From an optimization exercise on the open Yosys and OpenROAD flow, aimed at small area and a short achievable clock period; shortcuts taken in it are not production practice.
Only simulation tests tie the RTL to the original design; equivalence was not proved.
Power figures rest on the tool's default switching activity, not on a simulated workload.

==> module fifo_queue, before the edit <==
module fifo_queue #(
    parameter int FIFO_DATA_WIDTH = 16,
    parameter int FIFO_DEPTH = 128
)(
    input wire clk,
    input wire clk_en,
    input wire sync_rst,
    input wire wr_en,
    input wire [FIFO_DATA_WIDTH-1:0] data_in,
    input wire rd_en,
    output reg [FIFO_DATA_WIDTH-1:0] data_out,
    output reg full,
    output reg empty
);
localparam int CHAIN = FIFO_DEPTH + 1;
localparam int LO = 8;
localparam int HI = (CHAIN + LO - 1) / LO;
wire wr_acc = clk_en & wr_en & ~full & ~sync_rst;
wire rd_acc = clk_en & rd_en & ~empty & ~sync_rst;
wire rd_take = clk_en & rd_en & ~empty;
reg pending;
reg [FIFO_DATA_WIDTH-1:0] stage;
reg [FIFO_DATA_WIDTH-1:0] mem [FIFO_DEPTH];
always_ff @(posedge clk) begin : update_stage
    pending <= wr_acc;
    if (wr_acc) stage <= data_in;
end
always_ff @(posedge clk) begin : update_storage
    if (pending) begin
        mem[0] <= stage;
        for (int i = 1; i < FIFO_DEPTH; i++) mem[i] <= mem[i-1];
    end
end
reg [LO-1:0] head_lo;
reg [HI-1:0] head_hi;
logic [FIFO_DATA_WIDTH-1:0] head_data;
always_comb begin : read_mux
    logic [FIFO_DATA_WIDTH-1:0] grp;
    logic [FIFO_DATA_WIDTH-1:0] ent;
    head_data = '0;
    for (int l = 0; l < LO; l++) begin
        grp = '0;
        for (int h = 0; h < HI; h++) begin
            if (h * LO + l < CHAIN) begin
                ent = (h * LO + l == 0) ? stage : mem[h * LO + l - 1];
                grp = grp | ({FIFO_DATA_WIDTH{head_hi[h]}} & ent);
            end
        end
        head_data = head_data | ({FIFO_DATA_WIDTH{head_lo[l]}} & grp);
    end
end
reg [FIFO_DATA_WIDTH-1:0] out_hold_n;
always_ff @(posedge clk) begin : read_head
    if (rd_take) out_hold_n <= ~head_data;
    data_out <= rd_take ? head_data : ~out_hold_n;
end
wire [LO-1:0] lo_inc = {head_lo[LO-2:0], head_lo[LO-1]};
wire [LO-1:0] lo_dec = {head_lo[0], head_lo[LO-1:1]};
wire [HI-1:0] hi_inc = head_lo[LO-1] ? {head_hi[HI-2:0], head_hi[HI-1]} : head_hi;
wire [HI-1:0] hi_dec = head_lo[0] ? {head_hi[0], head_hi[HI-1:1]} : head_hi;
wire idx_0 = head_lo[0] & head_hi[0];
wire idx_1 = head_lo[1] & head_hi[0];
wire idx_126 = head_lo[6] & head_hi[15];
wire idx_127 = head_lo[7] & head_hi[15];
wire count_is_1 = pending ? idx_0 : idx_1;
wire count_is_127 = pending ? idx_126 : idx_127;
always_ff @(posedge clk) begin : update_index
    if (sync_rst) begin
        head_lo <= LO'(1);
        head_hi <= HI'(1);
    end else if (pending & ~rd_acc) begin
        head_lo <= lo_inc;
        head_hi <= hi_inc;
    end else if (~pending & rd_acc) begin
        head_lo <= lo_dec;
        head_hi <= hi_dec;
    end
end
always_ff @(posedge clk) begin : update_flags
    if (sync_rst) begin
        empty <= 1'b1;
        full <= 1'b0;
    end else if (wr_acc & ~rd_acc) begin
        empty <= 1'b0;
        full <= count_is_127;
    end else if (rd_acc & ~wr_acc) begin
        empty <= count_is_1;
        full <= 1'b0;
    end
end
endmodule
Settings: LEC_CHECK=0, CAP_MARGIN=40, CORE_MARGIN=2, CORE_UTILIZATION=70, CTS_CLUSTER_DIAMETER=80, CTS_CLUSTER_SIZE=25, SETUP_SLACK_MARGIN=4.0, SLEW_MARGIN=30; clock period 6.5 ns.
run.sh (not shown) runs the stock make flow with config.mk's settings and CLKGATE_MAP_FILE= SYNTH_SCRIPT=/design/flow/synth_recipe.tcl, a recipe that flattens the netlist after the stock synthesis.
Change:
--- a/flow/design.v
+++ b/flow/design.v
@@ -17,13 +17,12 @@
 localparam int LO = 8;
 localparam int HI = (CHAIN + LO - 1) / LO;
-wire wr_acc = clk_en & wr_en & ~full & ~sync_rst;
-wire rd_acc = clk_en & rd_en & ~empty & ~sync_rst;
-wire rd_take = clk_en & rd_en & ~empty;
+wire wr_go = clk_en & wr_en & ~full;
+wire rd_go = clk_en & rd_en & ~empty;
 reg pending;
 reg [FIFO_DATA_WIDTH-1:0] stage;
 reg [FIFO_DATA_WIDTH-1:0] mem [FIFO_DEPTH];
 always_ff @(posedge clk) begin : update_stage
-    pending <= wr_acc;
-    if (wr_acc) stage <= data_in;
+    pending <= wr_go & ~sync_rst;
+    if (wr_go) stage <= data_in;
 end
 always_ff @(posedge clk) begin : update_storage
@@ -53,6 +52,6 @@
 reg [FIFO_DATA_WIDTH-1:0] out_hold_n;
 always_ff @(posedge clk) begin : read_head
-    if (rd_take) out_hold_n <= ~head_data;
-    data_out <= rd_take ? head_data : ~out_hold_n;
+    if (rd_go) out_hold_n <= ~head_data;
+    data_out <= rd_go ? head_data : ~out_hold_n;
 end
 wire [LO-1:0] lo_inc = {head_lo[LO-2:0], head_lo[LO-1]};
@@ -66,14 +65,15 @@
 wire count_is_1 = pending ? idx_0 : idx_1;
 wire count_is_127 = pending ? idx_126 : idx_127;
+wire [LO-1:0] lo_if_rd = pending ? head_lo : lo_dec;
+wire [LO-1:0] lo_if_nrd = pending ? lo_inc : head_lo;
+wire [HI-1:0] hi_if_rd = pending ? head_hi : hi_dec;
+wire [HI-1:0] hi_if_nrd = pending ? hi_inc : head_hi;
 always_ff @(posedge clk) begin : update_index
     if (sync_rst) begin
         head_lo <= LO'(1);
         head_hi <= HI'(1);
-    end else if (pending & ~rd_acc) begin
-        head_lo <= lo_inc;
-        head_hi <= hi_inc;
-    end else if (~pending & rd_acc) begin
-        head_lo <= lo_dec;
-        head_hi <= hi_dec;
+    end else begin
+        head_lo <= rd_go ? lo_if_rd : lo_if_nrd;
+        head_hi <= rd_go ? hi_if_rd : hi_if_nrd;
     end
 end
@@ -82,10 +82,7 @@
         empty <= 1'b1;
         full <= 1'b0;
-    end else if (wr_acc & ~rd_acc) begin
-        empty <= 1'b0;
-        full <= count_is_127;
-    end else if (rd_acc & ~wr_acc) begin
-        empty <= count_is_1;
-        full <= 1'b0;
+    end else begin
+        empty <= ~wr_go & (empty | (rd_go & count_is_1));
+        full <= ~rd_go & (full | (wr_go & count_is_127));
     end
 end
The changed run completed without violations.
First-iteration DRC count hardly moves.
Die area is lower by 0.33%.
Final area drops by 1.1%.
Via count barely changes.
Wire length came out lower by 1.6%.
Total power falls by 2.5%.
Area after synthesis fell by 0.33%.
Core utilization barely changes.
Global-route usage decreases by 0.45 points.
Worst setup slack loses 0.12 ns.
Final cell count came out lower by 0.84%.
Worst hold slack gets worse by 0.017 ns.
Clock power shrinks by about 1%.
Clock-buffer cell count is lower by 4.

========
RTL: one of the versions met above, not the one the previous note started from.
Size in the first run: ~2100 flip-flops, roughly 39 I/O pins.
==> module fifo_queue, before the edit <==
module fifo_queue #(
    parameter int FIFO_DATA_WIDTH = 16,
    parameter int FIFO_DEPTH = 128
)(
    input wire clk,
    input wire clk_en,
    input wire sync_rst,
    input wire wr_en,
    input wire [FIFO_DATA_WIDTH-1:0] data_in,
    input wire rd_en,
    output reg [FIFO_DATA_WIDTH-1:0] data_out,
    output reg full,
    output reg empty
);
localparam int CHAIN = FIFO_DEPTH + 1;
localparam int LO = 8;
localparam int HI = (CHAIN + LO - 1) / LO;
wire wr_go = clk_en & wr_en & ~full;
wire rd_go = clk_en & rd_en & ~empty;
reg pending;
reg [FIFO_DATA_WIDTH-1:0] stage;
reg [FIFO_DATA_WIDTH-1:0] mem [FIFO_DEPTH];
always_ff @(posedge clk) begin : update_stage
    pending <= wr_go & ~sync_rst;
    if (wr_go) stage <= data_in;
end
always_ff @(posedge clk) begin : update_storage
    if (pending) begin
        mem[0] <= stage;
        for (int i = 1; i < FIFO_DEPTH; i++) mem[i] <= mem[i-1];
    end
end
reg [LO-1:0] head_lo;
reg [HI-1:0] head_hi;
logic [FIFO_DATA_WIDTH-1:0] head_data;
always_comb begin : read_mux
    logic [FIFO_DATA_WIDTH-1:0] grp;
    logic [FIFO_DATA_WIDTH-1:0] ent;
    head_data = '0;
    for (int l = 0; l < LO; l++) begin
        grp = '0;
        for (int h = 0; h < HI; h++) begin
            if (h * LO + l < CHAIN) begin
                ent = (h * LO + l == 0) ? stage : mem[h * LO + l - 1];
                grp = grp | ({FIFO_DATA_WIDTH{head_hi[h]}} & ent);
            end
        end
        head_data = head_data | ({FIFO_DATA_WIDTH{head_lo[l]}} & grp);
    end
end
reg [FIFO_DATA_WIDTH-1:0] out_hold_n;
always_ff @(posedge clk) begin : read_head
    if (rd_go) out_hold_n <= ~head_data;
    data_out <= rd_go ? head_data : ~out_hold_n;
end
wire [LO-1:0] lo_inc = {head_lo[LO-2:0], head_lo[LO-1]};
wire [LO-1:0] lo_dec = {head_lo[0], head_lo[LO-1:1]};
wire [HI-1:0] hi_inc = head_lo[LO-1] ? {head_hi[HI-2:0], head_hi[HI-1]} : head_hi;
wire [HI-1:0] hi_dec = head_lo[0] ? {head_hi[0], head_hi[HI-1:1]} : head_hi;
wire idx_0 = head_lo[0] & head_hi[0];
wire idx_1 = head_lo[1] & head_hi[0];
wire idx_126 = head_lo[6] & head_hi[15];
wire idx_127 = head_lo[7] & head_hi[15];
wire count_is_1 = pending ? idx_0 : idx_1;
wire count_is_127 = pending ? idx_126 : idx_127;
wire [LO-1:0] lo_if_rd = pending ? head_lo : lo_dec;
wire [LO-1:0] lo_if_nrd = pending ? lo_inc : head_lo;
wire [HI-1:0] hi_if_rd = pending ? head_hi : hi_dec;
wire [HI-1:0] hi_if_nrd = pending ? hi_inc : head_hi;
always_ff @(posedge clk) begin : update_index
    if (sync_rst) begin
        head_lo <= LO'(1);
        head_hi <= HI'(1);
    end else begin
        head_lo <= rd_go ? lo_if_rd : lo_if_nrd;
        head_hi <= rd_go ? hi_if_rd : hi_if_nrd;
    end
end
always_ff @(posedge clk) begin : update_flags
    if (sync_rst) begin
        empty <= 1'b1;
        full <= 1'b0;
    end else begin
        empty <= ~wr_go & (empty | (rd_go & count_is_1));
        full <= ~rd_go & (full | (wr_go & count_is_127));
    end
end
endmodule
==> flow/config.mk <==
export PLATFORM = sky130hd
export DESIGN_NAME = fifo_queue
export DESIGN_NICKNAME = fifo_queue
export VERILOG_FILES = /design/flow/design.v
export SDC_FILE = /design/flow/constraint.sdc
export NUM_CORES = 4
export LEC_CHECK = 0
export CAP_MARGIN = 40
export CORE_MARGIN = 2
export CORE_UTILIZATION = 70
export CTS_CLUSTER_DIAMETER = 80
export CTS_CLUSTER_SIZE = 25
export SETUP_SLACK_MARGIN = 4.0
export SLEW_MARGIN = 30
==> flow/constraint.sdc <==
create_clock -name core_clock -period 6.5 [get_ports {clk}]
set_input_delay 1.3000 -clock core_clock [delete_from_list [all_inputs] [get_ports {clk}]]
set_output_delay 1.3000 -clock core_clock [all_outputs]
set_load 0.01 [all_outputs]
standard.sh (not shown) runs the stock make flow with config.mk's settings and CLKGATE_MAP_FILE= SYNTH_SCRIPT=/design/flow/synth_recipe.tcl, a recipe that flattens the netlist after the stock synthesis.
==> flow/flow/run.sh <==
#!/bin/bash
set -euo pipefail
# synthesis exactly as the standard flow runs it
bash standard.sh synth > synth.log 2>&1
export BUFFER_PORTS_ARGS="-buffer_cell sky130_fd_sc_hd__buf_4"
export CTS_ARGS="-sink_clustering_enable -repair_clock_nets -sink_clustering_size 25 -sink_clustering_max_diameter 80 -dont_use_dummy_load"
bash standard.sh finish > layout.log 2>&1
The starting point produced a clean layout.
Rerun with:
--- a/flow/design.v
+++ b/flow/design.v
@@ -65,4 +65,6 @@
 wire count_is_1 = pending ? idx_0 : idx_1;
 wire count_is_127 = pending ? idx_126 : idx_127;
+reg not_empty_idx;
+wire rd_go_idx = clk_en & rd_en & not_empty_idx;
 wire [LO-1:0] lo_if_rd = pending ? head_lo : lo_dec;
 wire [LO-1:0] lo_if_nrd = pending ? lo_inc : head_lo;
@@ -74,6 +76,6 @@
         head_hi <= HI'(1);
     end else begin
-        head_lo <= rd_go ? lo_if_rd : lo_if_nrd;
-        head_hi <= rd_go ? hi_if_rd : hi_if_nrd;
+        head_lo <= rd_go_idx ? lo_if_rd : lo_if_nrd;
+        head_hi <= rd_go_idx ? hi_if_rd : hi_if_nrd;
     end
 end
@@ -81,7 +83,9 @@
     if (sync_rst) begin
         empty <= 1'b1;
+        not_empty_idx <= 1'b0;
         full <= 1'b0;
     end else begin
         empty <= ~wr_go & (empty | (rd_go & count_is_1));
+        not_empty_idx <= wr_go | (~empty & ~(rd_go & count_is_1));
         full <= ~rd_go & (full | (wr_go & count_is_127));
     end
The new run finished clean.
Hold slack is better by 12 ps.
Power is about the same.
Global-route usage shrinks by 0.17 points.
Count of clock-buffer cells in the layout rises by 1.
Routed wire length grows slightly.

[port drivers added, routing unchanged]
The flow's constraints put no driver on any port. The routed layouts listed below were extracted and timed again, unchanged, in two steps.
Step 1: set_driving_cell puts a clkbuf_16 on clk and a buf_2 on each other input, an assumption about the parent block.
Step 2 also shifts input and output timing later by t, the mid clock arrival at the registers, as if the neighbouring blocks saw the same clock.
a / b / c = ideal / step 1 / step 2; a / b = the first two.
run | shift t [ns] | slack for setup (ns) | hold WS [ns] | latest minus earliest clock arrival (ns) | cell pins on the clock port's net
the first run of note 1 | 0.792 | 3.905 / 3.911 / 3.144 | 0.428 / 0.428 / 0.428 | 0.028 / 0.027 | 1
the second run of note 1 | 0.786 | 3.782 / 3.782 / 3.221 | 0.411 / 0.411 / 0.411 | 0.027 / 0.028 | 1
the first run of note 2 | 0.782 | 3.973 / 3.924 / 3.233 | 0.416 / 0.416 / 0.416 | 0.032 / 0.032 | 1
the second run of note 2 | 0.776 | 3.984 / 3.914 / 3.295 | 0.428 / 0.428 / 0.428 | 0.031 / 0.031 | 1
After both steps every run listed still meets setup and hold. The setup slack of the first run of note 1, which loses most, moves by +0.006 ns with the drivers and by -0.761 ns with both steps.
